From an optimization exercise on the open Yosys and OpenROAD flow, aimed at small area; shortcuts taken in it are not production practice.
In this exercise RTL edits were held to simulation tests only and were not proved equivalent to the original.
No activity file was given, so power comes from the tool's default toggle rates.

[flow/run.sh]
#!/bin/bash
# Own layout flow: the standard layout (standard.sh), with three changes:
#  - synthesis is synth_recipe.tcl with ABC's mapping script replaced by flow/abc_area.script
#    (an area-oriented script); the flip-flop mapping and register names are the standard
#    synthesis's, unchanged;
#  - the input and output port buffers are sky130_fd_sc_hd__buf_1;
#  - no adder extraction (ADDER_MAP_FILE empty): ABC maps all the logic.
# Each tool's output goes to orfs/logs/ as in the standard flow; make's output to flow_make.log.
set -euo pipefail
W=$PWD
# synthesis script: synth_recipe.tcl with an abc wrapper after its first line
{
  head -n 1 synth_recipe.tcl
  cat <<'T'
proc abc {args} {
  set i [lsearch -exact $args -script]
  if { $i >= 0 } { lset args [expr {$i + 1}] $::env(MY_ABC_SCRIPT) }
  set j [lsearch -exact $args -D]
  if { $j >= 0 } { set args [lreplace $args $j [expr {$j + 1}]] }
  puts "abc with the area script: $args"
  yosys abc {*}$args
}
T
  tail -n +2 synth_recipe.tcl
} > my_synth.tcl
# standard.sh with that synthesis script and the port buffer cell
sed -e "s#SYNTH_SCRIPT=[^ ]*synth_recipe.tcl#SYNTH_SCRIPT=$W/my_synth.tcl MY_ABC_SCRIPT=$W/flow/abc_area.script 'BUFFER_PORTS_ARGS=-buffer_cell sky130_fd_sc_hd__buf_1' ADDER_MAP_FILE=#" standard.sh > my_standard.sh
grep -q "my_synth.tcl" my_standard.sh
bash my_standard.sh finish > flow_make.log 2>&1
test -s out/final.def
[flow/abc_area.script]
strash; &get -n; &deepsyn -T 20; &put; balance -l; resub -K 6 -l; rewrite -l; resub -K 6 -N 2 -l; refactor -l; resub -K 8 -l; balance -l; resub -K 8 -N 2 -l; rewrite -l; resub -K 10 -l; rewrite -z -l; resub -K 10 -N 2 -l; balance -l; resub -K 12 -l; refactor -z -l; resub -K 12 -N 2 -l; rewrite -z -l; balance -l; &get -n; &dch -f; &nf -a -R 1000; &put
[standard.sh]
#!/bin/bash
# synth_recipe.tcl (not shown) runs the flow's synth.tcl, then flattens the netlist and writes it again
# the make line also repeats each setting of config.mk as NAME=value (left out here)
make -C /OpenROAD-flow-scripts/flow DESIGN_CONFIG=/design/flow/config.mk WORK_HOME=/design/flow/orfs CLKGATE_MAP_FILE= SYNTH_SCRIPT=/design/flow/synth_recipe.tcl "${@:-finish}"
[config.mk]
export PLATFORM = sky130hd
export DESIGN_NAME = STOPWATCH
export DESIGN_NICKNAME = STOPWATCH
export VERILOG_FILES = /design/flow/design.v
export SDC_FILE = /design/flow/constraint.sdc
export NUM_CORES = 4
export LEC_CHECK = 0
export CAP_MARGIN = 20
export CORE_MARGIN = 2
export CORE_UTILIZATION = 40
export CTS_BUF_LIST = sky130_fd_sc_hd__clkbuf_2 sky130_fd_sc_hd__clkbuf_4
export SLEW_MARGIN = 20
[constraint.sdc]
create_clock -name core_clock -period 10.0 [get_ports {in_clk}]
set_input_delay 2.0000 -clock core_clock [delete_from_list [all_inputs] [get_ports {in_clk}]]
set_output_delay 2.0000 -clock core_clock [all_outputs]
set_load 0.01 [all_outputs]
[design.v]
module clock_dividor(clk, rst, speedup, slowdown, tick);
input  logic clk, rst, speedup, slowdown;    
output logic tick;                           
logic [7:0] lo;
logic [2:0] ph;
logic prev, w, last, fb;
assign last = (lo == 8'h67);
assign fb   = lo[7] ^ lo[3] ^ lo[2] ^ lo[1] ^ last;
always_comb
  case ({speedup, slowdown})
    2'b01:   w = ~ph[2];
    2'b10:   w = ~ph[0];
    default: w = ~ph[1];
  endcase
always_ff @(posedge clk) begin
  lo[0]   <= rst | fb;
  lo[2:1] <= lo[1:0];
  lo[3]   <= ~rst & lo[2];
  lo[4]   <= lo[3];
  lo[5]   <= rst | lo[4];
  lo[7:6] <= lo[6:5];
  if (rst) ph <= 3'd0;
  else if (last) begin
    ph[0] <= ~ph[0];
    ph[1] <= ph[1] ^ ph[0];
    ph[2] <= ph[2] ^ (ph[1] & ph[0]);
  end
  prev <= w;
end
assign tick = w & ~prev;
endmodule
module seven_seg_decoder(v, y);
input  logic [3:0] v;
output logic [6:0] y;
assign y[0] = ~((~v[0] & v[1] & ~v[2]));
assign y[1] = ~((~v[0] & ~v[1] & v[2]) | (v[0] & ~v[1] & ~v[2] & ~v[3]) | (v[0] & v[1] & v[2]));
assign y[2] = ~((~v[1] & v[2]) | (v[0]));
assign y[3] = (~v[0] & ~v[1]) | (~v[2]) | (v[0] & v[1]);
assign y[4] = ~((v[0] & ~v[1] & ~v[2] & ~v[3]) | (~v[0] & ~v[1] & v[2]));
assign y[5] = ~((v[1] & ~v[2]) | (v[0] & ~v[2] & ~v[3]) | (v[0] & v[1]));
assign y[6] = ~((~v[1] & ~v[2] & ~v[3]) | (v[0] & v[1] & v[2]));
endmodule
module seven_seg_decoder_m0(v, y);
input  logic [3:0] v;
output logic [6:0] y;
assign y[0] = ~((~v[0] & v[1] & ~v[2]));
assign y[1] = ~((~v[0] & ~v[1] & v[2]) | (v[0] & ~v[1] & ~v[2] & ~v[3]) | (v[0] & v[1] & v[2]));
assign y[2] = ~((~v[1] & v[2]) | (v[0]));
assign y[3] = (~v[0] & ~v[1]) | (~v[2]) | (v[0] & v[1]);
assign y[4] = ~((v[0] & ~v[1] & ~v[2] & ~v[3]) | (~v[0] & ~v[1] & v[2]));
assign y[5] = ~((v[1] & ~v[2]) | (v[0] & ~v[2] & ~v[3]) | (v[0] & v[1]));
assign y[6] = ~((~v[1] & ~v[2] & ~v[3]) | (v[0] & v[1] & v[2]));
endmodule
module seven_seg_decoder6(v, y);
input  logic [2:0] v;
output logic [6:0] y;
assign y[0] = ~((~v[0] & v[1]));
assign y[1] = ~((v[0] & ~v[1] & ~v[2]) | (~v[0] & v[2]));
assign y[2] = (~v[0] & ~v[2]);
assign y[3] = ~((v[0] & v[2]));
assign y[4] = ~((v[0] & ~v[1] & ~v[2]) | (~v[0] & v[2]));
assign y[5] = (~v[0] & ~v[1]) | (v[2]);
assign y[6] = ~((~v[1] & ~v[2]));
endmodule
module seven_seg_decoder4(v, y);
input  logic [1:0] v;
output logic [6:0] y;
assign y[0] = ~((v[0] & ~v[1]));
assign y[1] = (v[0] & ~v[1]) | (~v[0] & v[1]);
assign y[2] = (v[0] & ~v[1]);
assign y[3] = 1'b1;
assign y[4] = (v[0] & ~v[1]) | (~v[0] & v[1]);
assign y[5] = (v[0] & v[1]);
assign y[6] = ~((~v[0] & ~v[1]));
endmodule
module STOPWATCH(in_clk, reset, start, up, plus_min2, speedup, slowdown, out_S0, out_S1, out_M0, out_M1);
input  logic in_clk, reset, start, up, plus_min2, speedup, slowdown;
output logic [6:0] out_S0, out_S1, out_M0, out_M1;
logic tick;
clock_dividor div (.clk(in_clk), .rst(~reset), .speedup(speedup), .slowdown(slowdown), .tick(tick));
sw_core core (.clk(in_clk), .tick(tick), .reset(reset), .start(start), .up(up), .plus_min2(plus_min2),
              .out_S0(out_S0), .out_S1(out_S1), .out_M0(out_M0), .out_M1(out_M1));
endmodule
module sw_core(clk, tick, reset, start, up, plus_min2, out_S0, out_S1, out_M0, out_M1);
input  logic clk, tick, reset, start, up, plus_min2;
output logic [6:0] out_S0, out_S1, out_M0, out_M1;
logic rst, pm;
assign rst = ~reset;
assign pm  = ~plus_min2;
logic [3:0] S0, M0;
logic [2:0] S1;
logic [1:0] M1;
logic ups;              
logic upp;              
logic [1:0] k;          
logic q;                
logic m1_hi, m1_step_up, m0_lim, m0_zero, s0_wrap, s0_z, s0_9, s1_b, s1_c, s1_wrap, s1_5;
logic A, B, C, D, E, ovf, M41, comp, en0;
logic [3:0] s0_step, m0_raw, m0_n;
logic [2:0] s1_step;
logic [1:0] m1_step;
assign s0_step[0] = (~S0[0]);
assign s0_step[1] = (~S0[0] & S0[1] & ups) | (~S0[0] & ~S0[1] & S0[2] & ~ups) | (~S0[0] & S0[3] & ~ups) | (S0[0] & S0[1] & ~ups) | (S0[0] & ~S0[1] & ~S0[3] & ups);
assign s0_step[2] = (S0[0] & S0[1] & ~S0[2] & ups) | (S0[0] & ~S0[1] & S0[2]) | (~S0[0] & S0[2] & ups) | (~S0[0] & S0[3] & ~ups) | (S0[1] & S0[2] & ~ups);
assign s0_step[3] = (~S0[0] & ~S0[1] & ~S0[2] & ~S0[3] & ~ups) | (S0[0] & S0[3] & ~ups) | (S0[0] & S0[1] & S0[2] & ups) | (~S0[0] & S0[3] & ups);
assign s0_wrap = (S0[0] & S0[3] & ups) | (~S0[0] & ~S0[1] & ~S0[2] & ~S0[3] & ~ups);
assign s0_z = (~S0[0] & ~S0[1] & ~S0[2] & ~S0[3]);
assign s0_9 = (S0[0] & S0[3]);
assign s1_step[0] = (~S1[0]);
assign s1_step[1] = (S1[0] & ~S1[1] & ~S1[2] & ups) | (S1[0] & S1[1] & ~ups) | (~S1[0] & S1[1] & ups) | (~S1[0] & S1[2] & ~ups);
assign s1_step[2] = (~S1[0] & S1[2] & ups) | (~S1[0] & ~S1[1] & ~S1[2] & ~ups) | (S1[0] & S1[1] & ups) | (S1[0] & S1[2] & ~ups);
assign s1_wrap = (S1[0] & S1[2] & ups) | (~S1[0] & ~S1[1] & ~S1[2] & ~ups);
assign s1_b = (~S1[0] & S1[1] & ~ups) | (S1[0] & S1[1] & ups);
assign s1_c = (~S1[1] & ~S1[2] & ~ups) | (S1[0] & S1[1] & ups) | (S1[2] & ups);
assign s1_5 = (S1[0] & S1[2]);
assign m1_hi = (M1[0] & M1[1] & ups) | (~M1[0] & ~M1[1] & ~ups);
assign m1_step[0] = (~M1[0]);
assign m1_step[1] = (M1[1] & ups) | (M1[0] & ups) | (M1[0] & M1[1]);
assign m0_lim = (M0[0] & M0[3] & ups) | (~M0[0] & ~M0[1] & ~M0[2] & ~M0[3] & ~ups);
assign m0_zero = (~M0[0] & ~M0[1] & ~M0[2] & ~M0[3]);
assign m0_raw[0] = (~M0[0] & D) | (M0[0] & ~D);
assign m0_raw[1] = ~((~M0[1] & ~D & ~pm) | (M0[1] & ~D & pm) | (~M0[1] & ~M0[2] & ~M0[3] & ~ups) | (~M0[0] & M0[3] & ups) | (M0[0] & M0[3] & ~pm) | (~M0[0] & M0[1] & ups & pm) | (~M0[0] & ~M0[1] & ups & ~pm) | (~M0[2] & ~M0[3] & ~ups & pm) | (M0[0] & M0[1] & M0[2] & pm) | (M0[0] & M0[1] & ups & D & ~pm) | (~M0[0] & ~M0[1] & ~ups & D & pm) | (~M0[0] & M0[1] & ~ups & D & ~pm) | (M0[0] & ~M0[1] & ~M0[3] & ups & D & pm) | (M0[3] & ups & ~D) | (M0[0] & ~M0[1] & ~ups & ~pm));
assign m0_raw[2] = (M0[0] & ~M0[1] & M0[2] & ~pm) | (~M0[0] & ~M0[1] & M0[2] & ups) | (~M0[0] & M0[1] & M0[2] & ~pm) | (M0[0] & M0[1] & M0[2] & ~ups) | (M0[0] & M0[1] & ~M0[2] & ups & D) | (M0[0] & ~M0[2] & ~M0[3] & ups & D & pm) | (~M0[0] & M0[3] & ~ups & D) | (M0[1] & ~M0[2] & ups & pm) | (M0[3] & ~ups & pm) | (M0[2] & ~D & ~pm) | (~M0[1] & M0[2] & ups & ~D) | (M0[1] & M0[2] & ~ups & ~D);
assign m0_raw[3] = ~((M0[2] & ~ups) | (~M0[2] & ~M0[3] & ups) | (M0[3] & pm) | (~M0[3] & ~D & ~pm) | (M0[0] & M0[1] & ~M0[2]) | (~M0[0] & ~M0[1] & M0[2]) | (~M0[0] & M0[1] & ~pm) | (M0[0] & ~M0[1] & ~M0[3] & ~pm) | (M0[1] & ~ups & ~D) | (~M0[1] & M0[2] & ~D) | (~M0[0] & M0[3] & ~ups & D) | (M0[0] & M0[1] & D & pm) | (M0[0] & ~M0[2] & ups & D));
assign ovf = ~((~D & ~pm) | (~M0[0] & M0[2]) | (~M0[2] & ~M0[3] & ups) | (~M0[1] & M0[2]) | (M0[3] & ~ups) | (M0[0] & M0[1] & ~ups) | (M0[1] & ~pm) | (M0[1] & ~D) | (M0[0] & ~ups & ~pm) | (~M0[0] & M0[3] & ~pm));
assign E = (M0[0] & M0[1] & M0[2] & ups & D & pm) | (~M0[0] & M0[1] & ~M0[2] & ~ups & D & pm) | (M0[3] & ups & pm) | (~M0[1] & ~M0[2] & ~M0[3] & ~ups & pm) | (M0[0] & M0[3] & ups) | (~M0[0] & ~M0[1] & ~M0[2] & ~M0[3] & ~ups & D);
assign A    = m1_hi & m0_lim;                  
assign B    = A & s1_b;                        
assign en0  = start & ~(B & (ups | s0_z));
assign C    = en0 & s0_wrap;                   
assign D    = C & s1_wrap;                     
assign M41  = E & m1_hi;
assign comp = (s1_c & A) | (ovf & m1_hi);      
assign m0_n = M41 ? 4'd9 : m0_raw;
logic M3, error1;
assign M3     = (upp ^ up) & start;
assign error1 = M3 | k[1] | k[0];
always_ff @(posedge clk)
  if (rst) begin
    S0  <= 4'd0;
    S1  <= up ? 3'd2 : 3'd3;
    M0  <= up ? 4'd0 : 4'd9;
    M1  <= up ? 2'd0 : 2'd3;
    ups <= up;
    upp <= up;
    k   <= 2'd0;
    q   <= 1'b0;
  end else if (tick) begin
    if (comp)                        S0 <= 4'd0;
    else if (en0 | (ups & s0_9))     S0 <= s0_step;
    if (comp & ~(C & ups & s1_5))    S1 <= ups ? 3'd3 : 3'd2;
    else if (C)                      S1 <= s1_step;
    if (~ups & M41)                  M0 <= 4'd0;
    else if (~(A & D) & (start | pm)) M0 <= m0_n;
    if (E & ~m1_hi & (pm | start))   M1 <= m1_step;
    if (~start)                      ups <= up;
    upp  <= up;
    k[1] <= M3 | (k[1] & k[0]);
    k[0] <= M3 | (k[1] & ~k[0]);
    q    <= ~q & error1;
  end
logic [6:0] d_S0, d_S1, d_M0, d_M1;
seven_seg_decoder  dS0 (.v(S0), .y(d_S0));
seven_seg_decoder6 dS1 (.v(S1), .y(d_S1));
seven_seg_decoder_m0 dM0 (.v(M0), .y(d_M0));
seven_seg_decoder4 dM1 (.v(M1), .y(d_M1));
assign out_S0 = error1 ? (q ? 7'h5b : 7'h00) : d_S0;
assign out_S1 = error1 ? (q ? 7'h74 : 7'h00) : d_S1;
assign out_M0 = error1 ? (q ? 7'h5b : 7'h00) : d_M0;
assign out_M1 = error1 ? (q ? 7'h74 : 7'h00) : d_M1;
endmodule
==> results of run 1 <==
-- critical path, stage by stage --
cell and delay, ps:
buf_1 160, xor2_1 140, and2_0 170, a21oi_1 60, nand2_1 380, clkinv_1 410, nor2_1 640, o21ai_0 180
buf_1 160
-- cell usage in the layout (no fill, tap or decap), types with 3 or more instances in the layout --
cell type	n
nand3_1	8
dfxtp_1	19
buf_1	34
and2_0	5
xor2_1	4
clkinv_1	15
nor2_1	26
nor3_1	9
o21ai_0	28
a21oi_1	24
nor2b_1	5
a21o_1	3
edfxtp_1	11
xnor2_1	3
o31ai_1	4
o21a_1	3
a31oi_1	3
nand2_1	22
clkbuf_4	5
or3_1	4
nand2b_1	5
-- sequential cells by signal, indices dropped and copies added, names as in the netlist --
register and count:
core.S1 3, core.ups 1, div.ph 3, div.lo 8, core.M1 2, core.S0 4, core.M0 4, core.upp 1
core.q 1, div.prev 1, core.k 2
-- worst paths after layout --
check        startpoint         end  slack (ps)  cells after the start
max                  up   out_M1[6]        3690                      9
min           div.lo[5]   div.lo[6]         350                      0
max reg2reg    core.ups  core.M1[0]        6270                     10
min reg2reg   div.lo[5]   div.lo[6]         350                      0
-- layout make-up --
class                   count  share of cell area (%)
multi-input cells         185                    50.7
well taps                  52                    3.16
clock inverters             3                   0.728
flip-flops and latches     30                    34.5
repair buffers             35                    6.55
inverters                  14                    2.55
clock buffers               5                    1.82
-- power groups by stage --
stage | clock (mW) | combinational, mW | sequential (mW)
2_1_floorplan | 0 | 0.113 | 0.176
3_5_place_dp | 0 | 0.155 | 0.185
6_report | 0.0690 | 0.156 | 0.183
3_3_place_gp | 0 | 0.154 | 0.185
4_1_cts | 0.0723 | 0.156 | 0.182
5_1_grt | 0.0804 | 0.177 | 0.188
-- kinds of logic after synthesis --
kind of cell	count (synthesis)	share of synthesized area (%)
XOR/XNOR	7	3.39
AND/OR/NAND/NOR	89	23.2
buffers and inverters	14	2.90
multiplexers	4	2.35
flip-flops	30	39.3
AO/OA/AOI/OAI	84	28.3
adder cells (fa/ha/maj)	1	0.553
-- through the flow --
step	setup WS [ps]	power (mW)	hold slack (ps)	cells	util [%]
floorplan	4390	0.290	331	229	-
global placement	3810	0.339	340	316	46.1
detailed placement	3710	0.340	340	316	46.1
CTS	3710	0.410	359	324	47.4
global route	3390	0.445	374	324	47.4
finish	3690	0.408	355	324	47.4
-- per-layer routing --
| layer | track usage (%) | vias up | routed length (um) |
|---|---|---|---|
| li1 | - | 933 | - |
| met1 | 27.5 | 835 | 2220 |
| met2 | 26.3 | 39 | 1970 |
| met3 | 4.64 | 8 | 192 |
| met4 | 7.55 | 0 | 80 |
| met5 | 0 | - | 0 |
==> results.json, run 1 <==
{
  "powerDensity_nw_per_um2": 198,
  "power.net_switching_uw": 169,
  "skew_ps": 5.48,
  "peakVddDrop_mv": 0.103,
  "nNetsFinal": 278,
  "wire_per_inst_um": 13.8,
  "cts_tree": "built",
  "portBuffers": 34,
  "die_h_um": 71.3,
  "synth-seq-cells": 30,
  "cts_setup_buffers": 0,
  "post_drt_via_cell_ratio": 5.60,
  "min_period_ps": 6310,
  "power_frac_seq_pct": 44.8,
  "leakage_nw": 0.722,
  "syn_avg_cell_area_um2": 7.90,
  "pwr-share-comb_pct": 38.3,
  "final_area_um2": 2060,
  "synthTopCellsByCount": "o21ai_0, nor2_1, a21oi_1, nand2_1, dfxtp_1",
  "num_vias": 1815,
  "rsz0062_at_grt": "no",
  "antennaDiodeCount": 0,
  "gp_congestion": 0.808,
  "path_max_fanout": 15,
  "netlist_area_um2": 1810,
  "setup_tns_ps": 0,
  "cts.repair.resized": 0,
  "drtIter0Drc": 211,
  "clock.fmax_ghz": 0.158,
  "ys_warn_count": 2,
  "synth_ff_type": "dfxtp_1",
  "synth_area_leaders": "dfxtp_1, edfxtp_1, o21ai_0, a21oi_1, nor2_1",
  "hold_viol_final": 0,
  "root_buffer": "clkbuf_4",
  "grt_pass1_vias": 1618,
  "synthArstFlopShare_pct": 0,
  "relSlewSlack_pct": 54.0,
  "place_area_um2": 2010,
  "grt_max_degree": 21,
  "drv_cap": 0,
  "regArea_um2": 711,
  "setup_viol": 0,
  "coreArea_um2": 4350,
  "antenna_found_initial": 0,
  "synth.top_cell.area_share_pct": 21.0,
  "switching_share_pct": 41.5,
  "grt_overflow_total": 0,
  "drt-total-wl_um": 4460,
  "first_pass_iters": 4,
  "cp-end-kind": "output port",
  "crit_required_ps": 8000,
  "status": "complete, no violations",
  "max_slew.worst_pin.slew_ps": 688,
  "arrival_ps": 4310,
  "drc": 0,
  "min_path_type": "flip-flop to flip-flop",
  "yosysSeqAreaShare_pct": 39.3,
  "gr-usage-all-layers_pct": 18.7,
  "synth_edf_count": 11,
  "dp_hpwl_um": 3280,
  "multi_input_area_um2": 1050,
  "synth.distinct_cells": 39,
  "yosysTopAreaCell": "dfxtp_1",
  "htreeDepth": 2,
  "fin_crit_sh_pct": 63.1,
  "cts_hold_buf": 0,
  "die_area_um2": 5080,
  "grt_pass1_wl_um": 7590,
  "final_layout_size_suffix_gt1_share_pct": 2.94,
  "clkPwrFrac_pct": 16.9,
  "yosysMostFrequentCell": "o21ai_0",
  "cts.sinks": 30,
  "cts_inserted_buffers": 5,
  "synthCells": 229,
  "syn_nets": 236,
  "start_kind": "input port",
  "start_util_pct": 41.6,
  "clk_latency_ps": 320,
  "die_w_um": 71.3,
  "slew_viol_final": 0,
  "num_rows": 24,
  "boundaryPins": 35,
  "crit_type": "input port to output port",
  "clock_path_buffers": 2,
  "intPower_uw": 239,
  "synthToLayoutAreaGrowth_pct": 14.0,
  "antenna_left": 0,
  "path_clk_slew_ps": 100,
  "final.fill_count": 448
}
==> inputs of run 2 (changes only) <==
--- a/flow/run.sh
+++ b/flow/run.sh
@@ -26,5 +26,9 @@
 # standard.sh with that synthesis script and the port buffer cell
 sed -e "s#SYNTH_SCRIPT=[^ ]*synth_recipe.tcl#SYNTH_SCRIPT=$W/my_synth.tcl MY_ABC_SCRIPT=$W/flow/abc_area.script 'BUFFER_PORTS_ARGS=-buffer_cell sky130_fd_sc_hd__buf_1' ADDER_MAP_FILE=#" standard.sh > my_standard.sh
 grep -q "my_synth.tcl" my_standard.sh
+# optional clock tree arguments
+if [[ -f flow/cts_args.txt ]]; then
+  sed -i -e "s#ADDER_MAP_FILE=#ADDER_MAP_FILE= 'CTS_ARGS=$(cat flow/cts_args.txt)'#" my_standard.sh
+fi
 bash my_standard.sh finish > flow_make.log 2>&1
 test -s out/final.def
==> flow/cts_args.txt (new file) <==
-buf_list sky130_fd_sc_hd__clkbuf_16 -root_buf sky130_fd_sc_hd__clkbuf_16 -repair_clock_nets
==> run 2 against run 1 <==
Effect of this change:
- non-clock buffer count unchanged
- highest routed layer unchanged
- wire length about the same
- design area up 4.2%
==> results.json, run 2 <==
{
  "coreArea_um2": 4350,
  "final.fill_count": 444,
  "antennaDiodeCount": 0,
  "status": "complete, no violations",
  "largest-register": "div.lo",
  "clk_latency_ps": 270,
  "max_slew.worst_pin.slew_ps": 720,
  "synthTopCellsByCount": "o21ai_0, nor2_1, a21oi_1, nand2_1, dfxtp_1",
  "path_max_fanout": 15,
  "peakVddDrop_mv": 0.137,
  "arrival_ps": 4330,
  "largest_reg_flops": 8,
  "pwr-share-comb_pct": 32.4,
  "num_rows": 24,
  "antenna_found_initial": 0,
  "yosysSeqAreaShare_pct": 39.3,
  "clock_path_buffers": 2,
  "grt_pass1_vias": 1637,
  "mostFrequentLayoutCell": "buf_1",
  "setup_viol": 0,
  "min_path_type": "flip-flop to flip-flop",
  "cts_tree": "built",
  "die_w_um": 71.3,
  "synth-seq-cells": 30,
  "synthToLayoutAreaGrowth_pct": 18.8,
  "skew_ps": 2.94,
  "wire_per_inst_um": 13.8,
  "syn_avg_cell_area_um2": 7.90,
  "slew_viol_final": 0,
  "drtIter0Drc": 210,
  "holdPathStages": 0,
  "ys_warn_count": 2,
  "power.net_switching_uw": 176,
  "grt_pass1_wl_um": 7590,
  "power_frac_seq_pct": 38.2,
  "hold_viol_final": 0,
  "cp-end-kind": "output port",
  "cts.sinks": 30,
  "relSlewSlack_pct": 51.8,
  "netlist_area_um2": 1810,
  "gp_congestion": 0.808,
  "start_util_pct": 41.6,
  "synth_area_leaders": "dfxtp_1, edfxtp_1, o21ai_0, a21oi_1, nor2_1",
  "nNetsFinal": 278,
  "post_drt_via_cell_ratio": 5.64,
  "reg2reg_from": "core.ups",
  "die_area_um2": 5080,
  "yosysMostFrequentCell": "o21ai_0",
  "crit_type": "input port to output port",
  "switching_share_pct": 36.8,
  "fin_crit_sh_pct": 63.3,
  "htreeDepth": 2,
  "drv_cap": 0,
  "rsz0062_at_grt": "no",
  "cts_setup_buffers": 0,
  "drc": 0,
  "final_layout_size_suffix_gt1_share_pct": 2.94,
  "setup_tns_ps": 0,
  "yosysTopAreaCell": "dfxtp_1",
  "synthArstFlopShare_pct": 0,
  "crit_required_ps": 8000,
  "dp_hpwl_um": 3280,
  "cts_hold_buf": 0,
  "root_buffer": "clkbuf_16",
  "start_kind": "input port",
  "placed_cells": 316,
  "min_period_ps": 6330,
  "grt_max_degree": 21,
  "clkPwrFrac_pct": 29.4,
  "rrSetupSlack_ps": 6260,
  "synth_edf_count": 11,
  "gr-usage-all-layers_pct": 18.6,
  "synthCells": 229,
  "clock.fmax_ghz": 0.158,
  "layout.cells.non_filler": 324,
  "final_cell_mix": "buf_1, o21ai_0, nor2_1",
  "min_from": "div.lo[5]",
  "synth.distinct_cells": 39,
  "leakage_nw": 0.760,
  "portBuffers": 34,
  "boundaryPins": 35,
  "worstReg2RegEnd": "core.M0[0]",
  "num_vias": 1827,
  "cts_inserted_buffers": 5,
  "synth_ff_type": "dfxtp_1",
  "synth.top_cell.area_share_pct": 21.0,
  "reg_top3": "div.lo x8, core.M0 x4, core.S0 x4",
  "drt-total-wl_um": 4460,
  "rr_worst_depth": 11,
  "grt_overflow_total": 0,
  "antenna_left": 0,
  "first_pass_iters": 4,
  "die_h_um": 71.3,
  "min_to": "div.lo[6]",
  "syn_nets": 236,
  "path_clk_slew_ps": 50,
  "cts.repair.resized": 0,
  "powerDensity_nw_per_um2": 223,
  "intPower_uw": 303
}
## run 2: critical path, cell delays in order
cell and delay [ps]:
buf_1 150, xor2_1 140, and2_0 170, a21oi_1 60, nand2_1 380, clkinv_1 410, nor2_1 660, o21ai_0 190
buf_1 160
## run 2: cell families (layout without fill, tap and decap cells)
family                     after synthesis  after routing  share of synthesized area, %
buffers and inverters                   14             57                          2.90
AOI/OAI and AO/OA                       84             84                          28.3
adders and majority gates                1              1                         0.553
muxes                                    4              4                          2.35
and+or+nand+nor                         89             89                          23.2
xor gates and xnor gates                 7              7                          3.39
DFF                                     30             30                          39.3
## run 2: metal layers
layer / vias to the layer above / part of all wire, % / GRT usage (%)
met1: 840 / 48 / 27.5
met5: - / 0 / 0
met3: 2 / 5.7 / 4.50
met2: 51 / 46 / 26.7
met4: 0 / 0.18 / 5.66
li1: 934 / - / -
## run 2: layout make-up
class,count,area [um2],share of cell area [%]
Tap cell,52,65.1,3.03
Clock buffer,5,125,5.82
Sequential cell,30,711,33.1
Timing Repair Buffer,35,135,6.29
Multi-Input combinational cell,185,1050,48.7
Clock inverter,3,15.0,0.698
Inverter,14,52.6,2.44
## run 2: per-stage QoR
stage / hold slack (ps) / power, mW / cell area [um2] / utilization [%] / worst slack, ps
5_1_grt: 365 / 0.517 / 2150 / 49.4 / 3390
3_3_place_gp: 340 / 0.339 / 2010 / 46.1 / 3810
3_5_place_dp: 340 / 0.340 / 2010 / 46.1 / 3710
6_report: 352 / 0.480 / 2150 / 49.4 / 3670
4_1_cts: 351 / 0.484 / 2150 / 49.4 / 3710
2_1_floorplan: 331 / 0.290 / 1810 / - / 4390
## run 2: power groups by stage
stage               Sequential [mW]  Combinational (mW)  Clock [mW]
floorplan                     0.176               0.113           0
global placement              0.185               0.154           0
detailed placement            0.185               0.155           0
CTS                           0.183               0.156       0.145
global route                  0.188               0.177       0.152
finish                        0.183               0.156       0.141
## run 2: worst max path at each step
stage          from   endpoint  slack [ps]  cells past startpoint
5_1_grt          up  out_M1[6]        3390                      9
3_5_place_dp     up  out_M1[6]        3710                      9
6_report         up  out_M1[6]        3670                      9
2_1_floorplan    up  out_S0[4]        4390                      9
3_3_place_gp     up  out_M1[6]        3810                      9
4_1_cts          up  out_M1[6]        3710                      9
==> inputs of run 3 (changes only) <==
==> flow/cts_args.txt (replaced) <==
-buf_list sky130_fd_sc_hd__clkbuf_8 -root_buf sky130_fd_sc_hd__clkbuf_8 -sink_clustering_enable -sink_clustering_size 30 -sink_clustering_max_diameter 1000 -sink_clustering_levels 1 -repair_clock_nets
==> run 3 against run 2 <==
Effect of this change:
- clock skew decreased by 0.66 ps
- global-route usage increased by 0.15 points
- hold slack improved by 0.96 ps
- still clean
- largest cell class unchanged
- clock-buffer cell count increased by 1
- via count decreased by 0.93%
- critical endpoint unchanged
- setup slack improved by 4.9 ps
- highest routed layer unchanged
- sequential power about the same
- final cell count unchanged
- utilization decreased by 1.1 points
- flip-flop and latch count unchanged
- synthesized cell count unchanged
- largest power group unchanged
- die area unchanged
==> results.json, run 3 <==
{
  "status": "complete, no violations",
  "yosysSeqAreaShare_pct": 39.3,
  "path_clk_slew_ps": 60,
  "synth_compound_area_share_pct": 28.3,
  "start_kind": "input port",
  "dpl_worst_slack_ps": 3710,
  "die_h_um": 71.3,
  "antenna_left": 0,
  "wire_per_inst_um": 13.8,
  "synthArstFlopShare_pct": 0,
  "layout.cells.non_filler": 324,
  "holdPathStages": 0,
  "critPathMostFrequentCell": "buf_1",
  "crit_slowest_cell": "nor2_1",
  "largest-register": "div.lo",
  "nNetsFinal": 278,
  "grt_pass1_wl_um": 7580,
  "coreArea_um2": 4350,
  "final_cell_mix": "buf_1, o21ai_0, nor2_1",
  "cts_hold_buf": 0,
  "synthTopCellsByCount": "o21ai_0, nor2_1, a21oi_1, nand2_1, dfxtp_1",
  "clk_latency_ps": 270,
  "portBuffers": 34,
  "max_stage_delay_ps": 650,
  "synth-seq-cells": 30,
  "final.fill_count": 449,
  "peakVddDrop_mv": 0.111,
  "reg_top3": "div.lo x8, core.M0 x4, core.S0 x4",
  "num_vias": 1810,
  "grt_max_degree": 21,
  "gp_congestion": 0.808,
  "synth-simple-area-share_pct": 23.2,
  "finalPower_uw": 439,
  "dp_hpwl_um": 3280,
  "drc": 0,
  "min_path_type": "flip-flop to flip-flop",
  "placed_cells": 316,
  "drtIter0Drc": 207,
  "drt-total-wl_um": 4460,
  "crit_type": "input port to output port",
  "setup_viol": 0,
  "antennaDiodeCount": 0,
  "syn_avg_cell_area_um2": 7.90,
  "die_w_um": 71.3,
  "synthToLayoutAreaGrowth_pct": 16.3,
  "synth.top_cell.area_share_pct": 21.0,
  "grt_overflow_total": 0,
  "drv_cap": 0,
  "relSlewSlack_pct": 52.6,
  "clock.fmax_ghz": 0.158,
  "regArea_um2": 711,
  "synth_edf_count": 11,
  "min_period_ps": 6330,
  "rr_worst_depth": 11,
  "antenna_found_initial": 0,
  "cts_inserted_buffers": 5,
  "synth_area_leaders": "dfxtp_1, edfxtp_1, o21ai_0, a21oi_1, nor2_1",
  "syn_nets": 236,
  "cts.repair.resized": 0,
  "cts_tree": "built",
  "multi_input_area_um2": 1050,
  "final_layout_size_suffix_gt1_share_pct": 3.31,
  "hold_viol_final": 0,
  "max_slew.worst_pin.slew_ps": 708,
  "crit_required_ps": 8000,
  "num_rows": 24,
  "skew_ps": 2.28,
  "cts_setup_buffers": 0,
  "fin_crit_sh_pct": 63.3,
  "boundaryPins": 35,
  "rsz0062_at_grt": "no",
  "setup_tns_ps": 0,
  "start_util_pct": 41.6,
  "crit_chain": "buf_1 > xor2_1 > and2_0 > a21oi_1 > nand2_1 > clkinv_1 > nor2_1 > o21ai_0 > buf_1",
  "root_buffer": "clkbuf_8",
  "crit_cells": 9,
  "arrival_ps": 4330,
  "post_drt_via_cell_ratio": 5.59,
  "powerDensity_nw_per_um2": 209,
  "netlist_area_um2": 1810,
  "slew_viol_final": 0,
  "clock_path_buffers": 2,
  "first_pass_iters": 4,
  "synth_ff_type": "dfxtp_1",
  "cts.sinks": 30,
  "grt_pass1_vias": 1635,
  "die_area_um2": 5080,
  "path_buf_inv": 3,
  "yosysMostFrequentCell": "o21ai_0",
  "yosysTopAreaCell": "dfxtp_1",
  "fin_util_pct": 48.3,
  "gr-usage-all-layers_pct": 18.7,
  "critical-path-top-delay-family": "simple AND/OR/NAND/NOR gates",
  "synthCells": 229,
  "leakage_nw": 0.740,
  "path_max_fanout": 15,
  "htreeDepth": 2,
  "synth_xor_area_share_pct": 3.39,
  "largest_reg_flops": 8,
  "cp-end-kind": "output port",
  "ys_warn_count": 2,
  "synth_top_family_by_area": "compound AO/OA/AOI/OAI gates",
  "synthAdderAreaFrac_pct": 0.553,
  "synthMuxAreaShare_pct": 2.35,
  "finalWorstSetupSlack_ps": 3670,
  "mostFrequentLayoutCell": "buf_1",
  "synth.distinct_cells": 39
}
==> run 3: changes by cell type in the layout (fill, tap and decap cells not counted) <==
cell | previous run | this run
clkbuf_8 | 0 | 6
clkinv_1 | 15 | 14
clkbuf_16 | 5 | 0
==> run 3: metrics by stage <==
| stage | hold WS [ps] | instance area [um2] |
|---|---|---|
| 2_1_floorplan | 331 | 1810 |
| 3_3_place_gp | 340 | 2010 |
| 3_5_place_dp | 340 | 2010 |
| 4_1_cts | 352 | 2100 |
| 5_1_grt | 368 | 2100 |
| 6_report | 352 | 2100 |
==> run 3: kinds of logic after synthesis <==
logic type / after synthesis
compound gates: 84
mux: 4
buf+inv: 14
xor+xnor: 7
fa+ha+maj: 1
simple gates: 89
flops: 30
==> run 3: area by class of cell <==
cell class	instances	share of cell area, %
timing repair buffer	35	6.42
tap	52	3.09
inverter	14	2.50
clock inverter	2	0.535
sequential	30	33.8
clock buffer	6	3.93
multi-input combinational	185	49.7
==> run 3: metal layers <==
layer  vias up  global-route usage, %  part of all wire, %
li1        933                      -                    -
met1       834                   27.5                   49
met2        39                   26.5                   45
met3         4                   4.64                  5.4
met4         0                   6.92                  1.1
met5         -                      0                    0
==> run 3: worst paths after layout <==
check	end	slack [ps]	start
worst min register to register	div.lo[6]	350	div.lo[5]
worst min-delay path	div.lo[6]	350	div.lo[5]
worst max-delay path	out_M1[6]	3670	up
worst max register to register	core.M0[0]	6270	core.ups
==> run 3: where the power goes <==
part	internal [mW]	switching [mW]	total [mW]
registers	0.152	0.0310	0.183
clock network	0.0554	0.0448	0.100
logic	0.0607	0.0953	0.156
total	0.268	0.171	0.439
==> inputs of run 4 (changes only) <==
==> flow/abc_area.script (replaced) <==
strash; &get -n; &deepsyn -J 200 -S 2 -T 100; &put; balance -l; resub -K 6 -l; rewrite -l; resub -K 6 -N 2 -l; refactor -l; resub -K 8 -l; balance -l; resub -K 8 -N 2 -l; rewrite -l; resub -K 10 -l; rewrite -z -l; resub -K 10 -N 2 -l; balance -l; resub -K 12 -l; refactor -z -l; resub -K 12 -N 2 -l; rewrite -z -l; balance -l; &get -n; &dch -f; &nf -a -R 1000; &put
--- a/config.mk
+++ b/config.mk
@@ -7,6 +7,6 @@
 export LEC_CHECK = 0
 export CAP_MARGIN = 20
 export CORE_MARGIN = 2
-export CORE_UTILIZATION = 40
+export CORE_UTILIZATION = 60
 export CTS_BUF_LIST = sky130_fd_sc_hd__clkbuf_2 sky130_fd_sc_hd__clkbuf_4
 export SLEW_MARGIN = 20
removed: flow/cts_args.txt
==> run 4 against run 3 <==
Effect of this change:
- still clean on timing, DRC and antenna
- setup slack got worse by 58 ps
- area after synthesis grew 1.5%
- global-route usage grew 8.6 points
- design area shrank 1.8%
- hold slack improved by 3.0 ps
- critical endpoint is now out_M0[4]
- largest cell class unchanged
==> results.json, run 4 <==
{
  "synthCells": 233,
  "crit_type": "input port to output port",
  "netlist_area_um2": 1840,
  "synth.distinct_cells": 41,
  "coreArea_um2": 2980,
  "grt_max_degree": 22,
  "grt_overflow_total": 0,
  "largest_reg_flops": 8,
  "synth-simple-area-share_pct": 24.2,
  "rrSetupSlack_ps": 5840,
  "drt-total-wl_um": 4500,
  "yosysMostFrequentCell": "nor2_1",
  "crit_slowest_cell": "nor2_1",
  "final_layout_size_suffix_gt1_share_pct": 2.90,
  "cp-end-kind": "output port",
  "setup_tns_ps": 0,
  "boundaryPins": 35,
  "path_max_fanout": 17,
  "num_vias": 1904,
  "synth_top_family_by_area": "compound AO/OA/AOI/OAI gates",
  "cts_inserted_buffers": 5,
  "cts.repair.resized": 0,
  "synthArstFlopShare_pct": 0,
  "arrival_ps": 4390,
  "cts_setup_buffers": 0,
  "die_h_um": 59.3,
  "post_drt_via_cell_ratio": 6.16,
  "synth_edf_count": 11,
  "peakVddDrop_mv": 0.137,
  "grt_pass1_wl_um": 7270,
  "finalPower_uw": 347,
  "final_cell_mix": "buf_1, nor2_1, a21oi_1",
  "clock_path_buffers": 2,
  "syn_nets": 240,
  "nNetsFinal": 282,
  "path_buf_inv": 4,
  "synth_ff_type": "dfxtp_1",
  "num_rows": 20,
  "crit_required_ps": 8000,
  "finalWorstSetupSlack_ps": 3610,
  "holdPathStages": 0,
  "critical-path-top-delay-family": "simple AND/OR/NAND/NOR gates",
  "htreeDepth": 2,
  "start_util_pct": 61.7,
  "crit_cells": 11,
  "antenna_found_initial": 0,
  "cts_hold_buf": 0,
  "place_area_um2": 2010,
  "wire_per_inst_um": 14.6,
  "min_from": "div.lo[5]",
  "synth-seq-cells": 30,
  "synth.top_cell.area_share_pct": 20.7,
  "hold_ws_ps": 355,
  "synthToLayoutAreaGrowth_pct": 12.5,
  "synthMuxAreaShare_pct": 2.18,
  "path_clk_slew_ps": 90,
  "drtIter0Drc": 151,
  "setup_viol": 0,
  "reg_top3": "div.lo x8, core.M0 x4, core.S0 x4",
  "powerDensity_nw_per_um2": 168,
  "hold_viol_final": 0,
  "drc": 0,
  "dp_hpwl_um": 3320,
  "crit_chain": "buf_1 > clkinv_1 > nor2_1 > a21oi_1 > nand2_1 > clkinv_1 > nor2_1 > nor3_1 > or2_0 > a21o_1 > buf_1",
  "grt_pass1_vias": 1619,
  "portBuffers": 34,
  "synth_compound_area_share_pct": 29.6,
  "root_buffer": "clkbuf_4",
  "syn_avg_cell_area_um2": 7.88,
  "antenna_left": 0,
  "start_kind": "input port",
  "cts_tree": "built",
  "die_w_um": 59.3,
  "leakage_nw": 0.756,
  "clk_latency_ps": 330,
  "min_period_ps": 6390,
  "relSlewSlack_pct": 51.7,
  "synthAdderAreaFrac_pct": 0,
  "max_stage_delay_ps": 440,
  "largest-register": "div.lo",
  "yosysSeqAreaShare_pct": 38.7,
  "antennaDiodeCount": 0,
  "worstReg2RegEnd": "core.S0[1]",
  "status": "complete, no violations",
  "synthTopCellsByCount": "nor2_1, a21oi_1, nand2_1, o21ai_0, dfxtp_1",
  "dpl_worst_slack_ps": 3670,
  "cp-endpoint": "out_M0[4]",
  "final_area_um2": 2070,
  "reg2reg_from": "core.ups",
  "ys_warn_count": 2,
  "gr-usage-all-layers_pct": 27.3,
  "final.fill_count": 256,
  "min_path_type": "flip-flop to flip-flop",
  "crit_path_start": "start",
  "max_slew.worst_pin.slew_ps": 724,
  "synth_xor_area_share_pct": 2.86,
  "drv_cap": 0,
  "yosysTopAreaCell": "dfxtp_1",
  "synth_area_leaders": "dfxtp_1, edfxtp_1, a21oi_1, nor2_1, o21ai_0",
  "rr_worst_depth": 15,
  "gp_congestion": 0.886,
  "skew_ps": 5.46,
  "slew_viol_final": 0,
  "mostFrequentLayoutCell": "buf_1",
  "die_area_um2": 3520,
  "fin_crit_sh_pct": 63.9,
  "clock.fmax_ghz": 0.157,
  "cts.sinks": 30,
  "rsz0062_at_grt": "no",
  "first_pass_iters": 4
}
run 4: cell types whose count changed after synthesis, sizes merged, moves of 3 or more:
cell,delta
a21oi,+3
a22o,+3
a22oi,+3
nand2,+3
nand3,-5
o21ai,-7
or2,+4
or3,-3
run 4: report_power, final:
part	internal [mW]	switching, mW
registers	0.145	0.0235
clock network	0.0263	0.0426
logic	0.0440	0.0660
run 4: stage by stage:
stage / utilization [%] / instances
after global placement: 67.6 / 301
after CTS: 69.4 / 309
final: 69.4 / 309
after detailed placement: 67.6 / 301
after global routing: 69.4 / 309
after floorplan: - / 233
run 4: layer usage:
metal | vias up | wire length (um) | global-route usage (%)
li1 | 957 | - | -
met1 | 872 | 2150 | 37.6
met2 | 67 | 2030 | 41.4
met3 | 8 | 260 | 6.33
met4 | 0 | 57 | 10.4
met5 | - | 0 | 0
run 4: final cells by class:
cell class	count	area, um2	area share [%]
Timing Repair Buffer	35	135	6.54
Inverter	12	45.0	2.18
Clock inverter	3	15.0	0.727
Tap cell	33	41.3	2.00
Multi-Input combinational cell	191	1080	52.3
Sequential cell	30	711	34.4
Clock buffer	5	37.5	1.82
run 4: how the worst min path moves through the flow:
stage / end / slack, ps
after floorplan: div.lo[6] / 330
after global placement: div.lo[7] / 330
after detailed placement: div.lo[6] / 340
after CTS: div.lo[6] / 360
after global routing: div.lo[6] / 360
final: div.lo[6] / 360
run 4: worst register-to-register path: cells and delay by family (launching register included):
family	cells	cell delay, ps
simple gates	6	1210
compound gates	8	1620
buf+inv	1	410
flops	1	830
run 4: cell families (layout without fill, tap and decap cells):
group	after synthesis	after routing
DFF	30	30
buffers and inverters	12	55
muxes	4	4
AOI/OAI and AO/OA	87	87
and+or+nand+nor	94	94
xor gates and xnor gates	6	6
==> inputs of run 5 (changes only) <==
--- a/config.mk
+++ b/config.mk
@@ -7,6 +7,6 @@
 export LEC_CHECK = 0
 export CAP_MARGIN = 20
 export CORE_MARGIN = 2
-export CORE_UTILIZATION = 60
+export CORE_UTILIZATION = 40
 export CTS_BUF_LIST = sky130_fd_sc_hd__clkbuf_2 sky130_fd_sc_hd__clkbuf_4
 export SLEW_MARGIN = 20
==> run 5 against run 4 <==
Effect of this change:
- sequential share of layout area decreased by 0.39 points
- sequential power is essentially flat
- critical endpoint unchanged
- via count shrank 0.84%
- largest cell class unchanged
- register-to-register slack improved by 20 ps
- fmax down 0.52%
- largest power group unchanged
- highest routed layer unchanged
- die area increased by 46%
- setup slack got worse by 34 ps
- critical path depth stayed put
- area after synthesis unchanged
- clock skew increased by 11 ps
==> results.json, run 5 <==
{
  "crit_required_ps": 8000,
  "max_stage_delay_ps": 460,
  "yosysMostFrequentCell": "nor2_1",
  "relSlewSlack_pct": 50.6,
  "synthTopCellsByCount": "nor2_1, a21oi_1, nand2_1, o21ai_0, dfxtp_1",
  "drc": 0,
  "rrSetupSlack_ps": 5860,
  "antennaDiodeCount": 0,
  "grt_pass1_vias": 1636,
  "synth.distinct_cells": 41,
  "final_cell_mix": "buf_1, nor2_1, a21oi_1",
  "drt-total-wl_um": 4680,
  "drtIter0Drc": 173,
  "reg_top3": "div.lo x8, core.M0 x4, core.S0 x4",
  "die_area_um2": 5150,
  "reg2reg_from": "core.ups",
  "antenna_left": 0,
  "nNetsFinal": 282,
  "cp-end-kind": "output port",
  "worstReg2RegEnd": "core.S0[1]",
  "htreeDepth": 2,
  "largest-register": "div.lo",
  "leakage_nw": 0.756,
  "rsz0062_at_grt": "no",
  "grt_max_degree": 22,
  "grt_pass1_wl_um": 7760,
  "yosysSeqAreaShare_pct": 38.7,
  "cts_hold_buf": 0,
  "syn_avg_cell_area_um2": 7.88,
  "clock.fmax_ghz": 0.156,
  "path_max_fanout": 17,
  "num_rows": 24,
  "die_w_um": 71.8,
  "pwr-share-comb_pct": 31.6,
  "cts_tree": "built",
  "ys_warn_count": 2,
  "synth_area_leaders": "dfxtp_1, edfxtp_1, a21oi_1, nor2_1, o21ai_0",
  "powerDensity_nw_per_um2": 167,
  "portBuffers": 34,
  "synth_edf_count": 11,
  "power_frac_seq_pct": 47.9,
  "cts_setup_buffers": 0,
  "post_drt_via_cell_ratio": 5.76,
  "drv_cap": 0,
  "power.net_switching_uw": 133,
  "gp_congestion": 0.919,
  "synthArstFlopShare_pct": 0,
  "hold_viol_final": 0,
  "fin_crit_sh_pct": 64.2,
  "intPower_uw": 215,
  "min_to": "div.lo[7]",
  "fin_util_pct": 47.7,
  "rr_worst_depth": 15,
  "path_clk_slew_ps": 110,
  "netlist_area_um2": 1840,
  "num_vias": 1888,
  "min_path_type": "flip-flop to flip-flop",
  "peakVddDrop_mv": 0.103,
  "final_layout_size_suffix_gt1_share_pct": 2.90,
  "finalPower_uw": 348,
  "switching_share_pct": 38.3,
  "root_buffer": "clkbuf_4",
  "status": "complete, no violations",
  "clock_path_buffers": 2,
  "slew_viol_final": 0,
  "cts.repair.resized": 0,
  "yosysTopAreaCell": "dfxtp_1",
  "synthCells": 233,
  "boundaryPins": 35,
  "placed_cells": 320,
  "first_pass_iters": 4,
  "crit_chain": "buf_1 > clkinv_1 > nor2_1 > a21oi_1 > nand2_1 > clkinv_1 > nor2_1 > nor3_1 > or2_0 > a21o_1 > buf_1",
  "syn_nets": 240,
  "min_period_ps": 6420,
  "max_slew.worst_pin.slew_ps": 741,
  "coreArea_um2": 4380,
  "setup_tns_ps": 0,
  "hold_ws_ps": 339,
  "cts.sinks": 30,
  "start_util_pct": 41.9,
  "crit_type": "input port to output port",
  "synthToLayoutAreaGrowth_pct": 13.8,
  "die_h_um": 71.8,
  "largest_reg_flops": 8,
  "grt_overflow_total": 0,
  "arrival_ps": 4420,
  "synth-seq-cells": 30,
  "dp_hpwl_um": 3430,
  "holdPathStages": 0,
  "antenna_found_initial": 0,
  "clkPwrFrac_pct": 20.5,
  "wire_per_inst_um": 14.3,
  "setup_viol": 0,
  "gr-usage-all-layers_pct": 19.2,
  "mostFrequentLayoutCell": "buf_1",
  "skew_ps": 16.2,
  "start_kind": "input port",
  "min_from": "div.lo[6]",
  "crit_slowest_cell": "nor2_1",
  "synth.top_cell.area_share_pct": 20.7,
  "cts_inserted_buffers": 5,
  "layout.cells.non_filler": 328,
  "synth_ff_type": "dfxtp_1",
  "clk_latency_ps": 350
}
-- run 5: critical path, delay by kind of cell --
kind | cells | cell delay [ps]
AOI/OAI and AO/OA | 2 | 210
and+or+nand+nor | 5 | 1350
buffers and inverters | 4 | 860
-- run 5: logic make-up after synthesis --
family,share of synthesized area [%]
muxes,2.18
AOI/OAI and AO/OA,29.6
and+or+nand+nor,24.2
DFF,38.7
xor gates and xnor gates,2.86
buffers and inverters,2.45
-- run 5: layout make-up --
cell class                 instances  area [um2]
multi-input combinational        191        1080
clock buffer                       5        37.5
clock inverter                     3        15.0
inverter                          12        45.0
tap                               52        65.1
timing repair buffer              35         135
sequential                        30         711
fill                             466        2290
-- run 5: worst max-delay path by stage --
stage / to / slack (ps) / depth (start not counted) / startpoint
6_report: out_M0[4] / 3580 / 11 / start
5_1_grt: out_M0[4] / 3290 / 11 / start
4_1_cts: out_M0[4] / 3610 / 11 / start
3_5_place_dp: out_M0[4] / 3620 / 11 / start
3_3_place_gp: out_M0[4] / 3740 / 11 / start
2_1_floorplan: out_M0[4] / 4270 / 9 / up
-- run 5: layer usage --
metal	vias up	wire length [um]	track usage [%]	share of wire [%]
li1	952	-	-	-
met1	855	2090	26.6	45
met2	73	2160	29.1	46
met3	8	340	4.50	7.3
met4	0	82	6.92	1.8
met5	-	0	0	0
-- run 5: power groups by stage --
stage                     clock [mW]  sequential (mW)  combinational (mW)
final                         0.0712            0.167               0.110
after global routing          0.0769            0.171               0.123
after CTS                     0.0734            0.167               0.110
after detailed placement           0            0.170               0.110
after global placement             0            0.170               0.110
after floorplan                    0            0.164              0.0798
-- run 5: through the flow --
stage	setup slack (ps)	instance area [um2]
floorplan	4270	1840
global placement	3740	2040
detailed placement	3620	2040
CTS	3610	2090
global route	3290	2090
finish	3580	2090

## static timing again, ports no longer ideal
The flow's constraints put no driver on any port. The routed layouts listed below were extracted and timed again, unchanged, in two steps. Step 1 (the two cells are an assumption about what drives the block):
set clk [get_ports {in_clk}]
set_driving_cell -lib_cell sky130_fd_sc_hd__clkbuf_16 $clk
set_driving_cell -lib_cell sky130_fd_sc_hd__buf_2 [delete_from_list [all_inputs] $clk]
Step 2 adds t to the input delays and takes it off the output delays; t is the mean of the earliest and latest rising clock arrival at the registers after step 1. Input paths then give back, and output paths get back, about the clock's delay inside the block. Slacks: ideal / step 1 / step 2; pairs: ideal / step 1.
run | t, ns | setup slack, ns | clock arrival spread, ns | worst register clock-pin slew, ns | worst data-port slew with drivers (ns)
run 1 | 0.343 | 3.689 / 3.668 / 3.668 | 0.006 / 0.006 | 0.10 / 0.10 | 0.03
run 2 | 0.296 | 3.668 / 3.647 / 3.647 | 0.003 / 0.003 | 0.05 / 0.05 | 0.03
run 3 | 0.297 | 3.672 / 3.652 / 3.652 | 0.003 / 0.002 | 0.06 / 0.06 | 0.03
run 4 | 0.347 | 3.614 / 3.592 / 3.592 | 0.005 / 0.006 | 0.10 / 0.10 | 0.03
run 5 | 0.361 | 3.581 / 3.560 / 3.560 | 0.017 / 0.016 | 0.11 / 0.11 | 0.03
After both steps every run listed still meets setup and hold. For run 4, which loses most, drivers alone change the setup slack by -0.022 ns; drivers and shift together by -0.022 ns.
